From an optimization exercise on the open Yosys and OpenROAD flow, aimed at small area and a short achievable clock period; shortcuts taken in it are not production practice.
At most, simulation tests tie the RTL to the original design; equivalence was not proved.

## v6
// synthesis_direct_FIR
module synthesis_direct_FIR(out, inp, clk, rstn);
    localparam X_SIZE = 16;    
    localparam Y_SIZE = 26;    
    output [Y_SIZE-1:0] out;
    input [X_SIZE-1:0] inp;
    input clk, rstn;
    direct_FIR DIR_FIR(.out(out), .inp(inp), .clk(clk), .rstn(rstn));
endmodule
Size in the first run: roughly 1,000 cells after synthesis, roughly 210 flip-flops, roughly 15,000 sq um of cells after synthesis.
==> flow/config.mk <==
export PLATFORM = sky130hd
export DESIGN_NAME = synthesis_direct_FIR
export DESIGN_NICKNAME = synthesis_direct_FIR
export VERILOG_FILES = /design/flow/design.v
export SDC_FILE = /design/flow/constraint.sdc
export NUM_CORES = 4
export LEC_CHECK = 0
export CAP_MARGIN = 20
export CORE_MARGIN = 2
export CORE_UTILIZATION = 65
export CTS_BUF_LIST = sky130_fd_sc_hd__clkbuf_16
export CTS_CLUSTER_DIAMETER = 90
export CTS_CLUSTER_SIZE = 30
export SLEW_MARGIN = 20
export SYNTH_HIERARCHICAL = 1
export SYNTH_MINIMUM_KEEP_SIZE = 0
==> flow/constraint.sdc <==
create_clock -name core_clock -period 11.5 [get_ports {clk}]
set_input_delay 2.3000 -clock core_clock [delete_from_list [all_inputs] [get_ports {clk}]]
set_output_delay 2.3000 -clock core_clock [all_outputs]
set_load 0.01 [all_outputs]
standard.sh (not shown) runs the stock make flow with config.mk's settings and CLKGATE_MAP_FILE= SYNTH_SCRIPT=/design/flow/synth_recipe.tcl, a recipe that flattens the netlist after the stock synthesis.
==> flow/flow/run.sh <==
#!/bin/bash
# Own layout flow: the standard ORFS flow, with the port buffers built
# from regular buffers instead of delay buffers, and setup repair asked to
# leave a margin (SETUP_MARGIN ns) so that it also works on paths that
# already meet the design's clock period.
set -euo pipefail
cd "$(dirname "$0")/.."
export BUFFER_PORTS_ARGS="-buffer_cell sky130_fd_sc_hd__buf_2"
export SETUP_SLACK_MARGIN=${SETUP_MARGIN:-8.1}
bash standard.sh > standard_make.log 2>&1
v6 finished every stage and its layout cleared the timing, DRC and antenna checks.
> inputs changed (v6 -> v7)
--- a/flow/design.v
+++ b/flow/design.v
@@ -1536,17 +1536,23 @@
         q85 <= c764;
         q86 <= s777;
         q87 <= c778;
         q88 <= s781;
         q89 <= c780;
         q90 <= c782;
     end
-    wire [25:0] sum = ra + rb;
+    wire [25:0] sum;
+    cpa_add u_cpa (.a(ra), .b(rb), .s(sum));
     always @(posedge clk) out <= sum;
 endmodule
+module cpa_add (a, b, s);
+    input [25:0] a, b;
+    output [25:0] s;
+    assign s = a + b;
+endmodule
 module fa3 (a, b, c, s, co);
     input a, b, c;
     output s, co;
     assign s = a ^ b ^ c;
     assign co = (a & b) | (a & c) | (b & c);
 endmodule
 module synthesis_direct_FIR(out, inp, clk, rstn);
==> comparison <==
- v7: done, clean on timing, DRC and antenna
- The capture point of the critical path comes out DIR_FIR.q47 in one run and DIR_FIR.q52 in the other, namely in v6 and v7 respectively.
- Comparing v6 and v7, the higher simple-gate share of the synthesized area is on v7.
- Diff v6 -> v7: setup slack decreased 0.039 ns; non-clock buffer count went up 1.
- Going from v6 to v7, half-perimeter wire length of the detailed placement result has decreased, xor and xnor fraction of the mapped netlist area -0.19 points, register-to-register slack now sits lower.
- Compared with v6, in v7 synthesized area grew by 190 sq um; core area grew by 0.92%.
- v7 ended with more worst hold slack across all endpoints than v6.
- Looking at aggregate routed wire length, v7 sits 300 microns lower than v6 does.
- Against v6, maximum frequency in v7 came out worse.
- Changes observed in v7 relative to v6: time the worst path needs with I/O delays and setup went up by 0.039 ns, die boundary width went up by 0.62%.
- In v7 relative to v6, number of ordinary inverters in the final layout had gone down slightly.
No functional check of the RTL was part of v7.


Setup of lane 5:
Another version of the RTL of synthesis_direct_FIR (not shown whole).
Size in the first run: ~1000 cells after synthesis, ~170 flip-flops, roughly 44 I/O pins, ~15000 um^2 of cells after synthesis.
// synthesis_direct_FIR
module synthesis_direct_FIR(out, inp, clk, rstn);
    localparam X_SIZE = 16;    
    localparam Y_SIZE = 26;    
    output [Y_SIZE-1:0] out;
    input [X_SIZE-1:0] inp;
    input clk, rstn;
    direct_FIR DIR_FIR(.out(out), .inp(inp), .clk(clk), .rstn(rstn));
endmodule
export LEC_CHECK = 0
export CAP_MARGIN = 20
export CORE_MARGIN = 2
export CORE_UTILIZATION = 40
export SLEW_MARGIN = 20
export SYNTH_HIERARCHICAL = 1
export SYNTH_MINIMUM_KEEP_SIZE = 0
create_clock -name core_clock -period 11.5 [get_ports {clk}]
run.sh (not shown) runs the stock make flow with config.mk's settings and CLKGATE_MAP_FILE= SYNTH_SCRIPT=/design/flow/synth_recipe.tcl, a recipe that flattens the netlist after the stock synthesis.
Stock flow here: none of the scripts above is used.
## Diff of input files: lane 2 against lane 5
--- a/flow/design.v
+++ b/flow/design.v
@@ -1601,25 +1601,23 @@
     fa3 us1007 (.a(c896), .b(c958), .c(s959), .s(s1007), .co(c1008));
     fa3 us1009 (.a(c900), .b(s961), .c(c960), .s(s1009), .co(c1010));
     fa3 us1011 (.a(c904), .b(s963), .c(c962), .s(s1011), .co(c1012));
     fa3 us1013 (.a(c908), .b(s965), .c(c964), .s(s1013), .co(c1014));
     fa3 us1015 (.a(s915), .b(c966), .c(s967), .s(s1015), .co(c1016));
     fa3 us1017 (.a(c916), .b(s969), .c(c968), .s(s1017), .co(c1018));
     fa3 us1019 (.a(c920), .b(s971), .c(c970), .s(s1019), .co(c1020));
     fa3 us1021 (.a(c924), .b(s973), .c(c972), .s(s1021), .co(c1022));
     fa3 us1023 (.a(c928), .b(s975), .c(c974), .s(s1023), .co(c1024));
     wire [25:0] ra = {~1'b0, c1024, c1022, c1020, c1018, c1016, c1014, c1012, c1010, c1008, c1006, c1004, c1002, c1000, c998, c996, c994, c992, c990, c988, c986, c984, c982, c980, c978, s977};
     wire [25:0] rb = {1'b0, c976, s1023, s1021, s1019, s1017, s1015, s1013, s1011, s1009, s1007, s1005, s1003, s1001, s999, s997, s995, s993, s991, s989, s987, s985, s983, s981, s979, s839};
-    reg [25:0] pa, pb;
-    always @(posedge clk) begin pa <= ra; pb <= rb; end
-    wire [25:0] sum = pa + pb;
+    wire [25:0] sum = ra + rb;
     always @(posedge clk) out <= sum;
 endmodule
 module fa3 (a, b, c, s, co);
     input a, b, c;
     output s, co;
     assign s = a ^ b ^ c;
     assign co = (a & b) | (a & c) | (b & c);
 endmodule
 module synthesis_direct_FIR(out, inp, clk, rstn);
     localparam X_SIZE = 16;    
     localparam Y_SIZE = 26;    
Results
Looking at peak clock frequency supported by timing across lane 5 and lane 2, the one that comes out lower is lane 2.
Lower sequential cell area goes to lane 2 over lane 5.
Summary of lane 2 over lane 5: number of nets produced by synthesis shows a reduction of 86, wire length reported by the detailed router shows a reduction of 7.0%.
The RTL of lane 2 was laid out without a check of its function.

what the ideal ports hide:
The results above use ideal ports. As a check the final layouts listed here were re-extracted and re-timed, cells and wires unchanged. Step 1 sets driving cells, clkbuf_16 on the clock port and buf_2 on the other inputs (assumed; they add their load-dependent delay and slew). Step 2 adds t to the input delays and takes it off the output delays; t is the mean of the earliest and latest rising clock arrival at the registers after step 1. Input paths then give back, and output paths get back, about the clock's delay inside the block. a / b / c = ideal ports / drivers / drivers and shift; a / b = the first two.
| run | t, ns | setup slack, ns | cell pins on the clock port's net |
|---|---|---|---|
| v6 | 0.536 | 8.142 / 8.142 / 8.142 | 1 |
| v7 | 0.532 | 8.103 / 8.103 / 8.103 | 1 |
| lane 5 | 0.514 | 6.848 / 6.848 / 6.848 | 1 |
| lane 2 | 0.475 | 5.044 / 5.044 / 5.044 | 1 |
After both steps setup and hold are still met in every run listed.
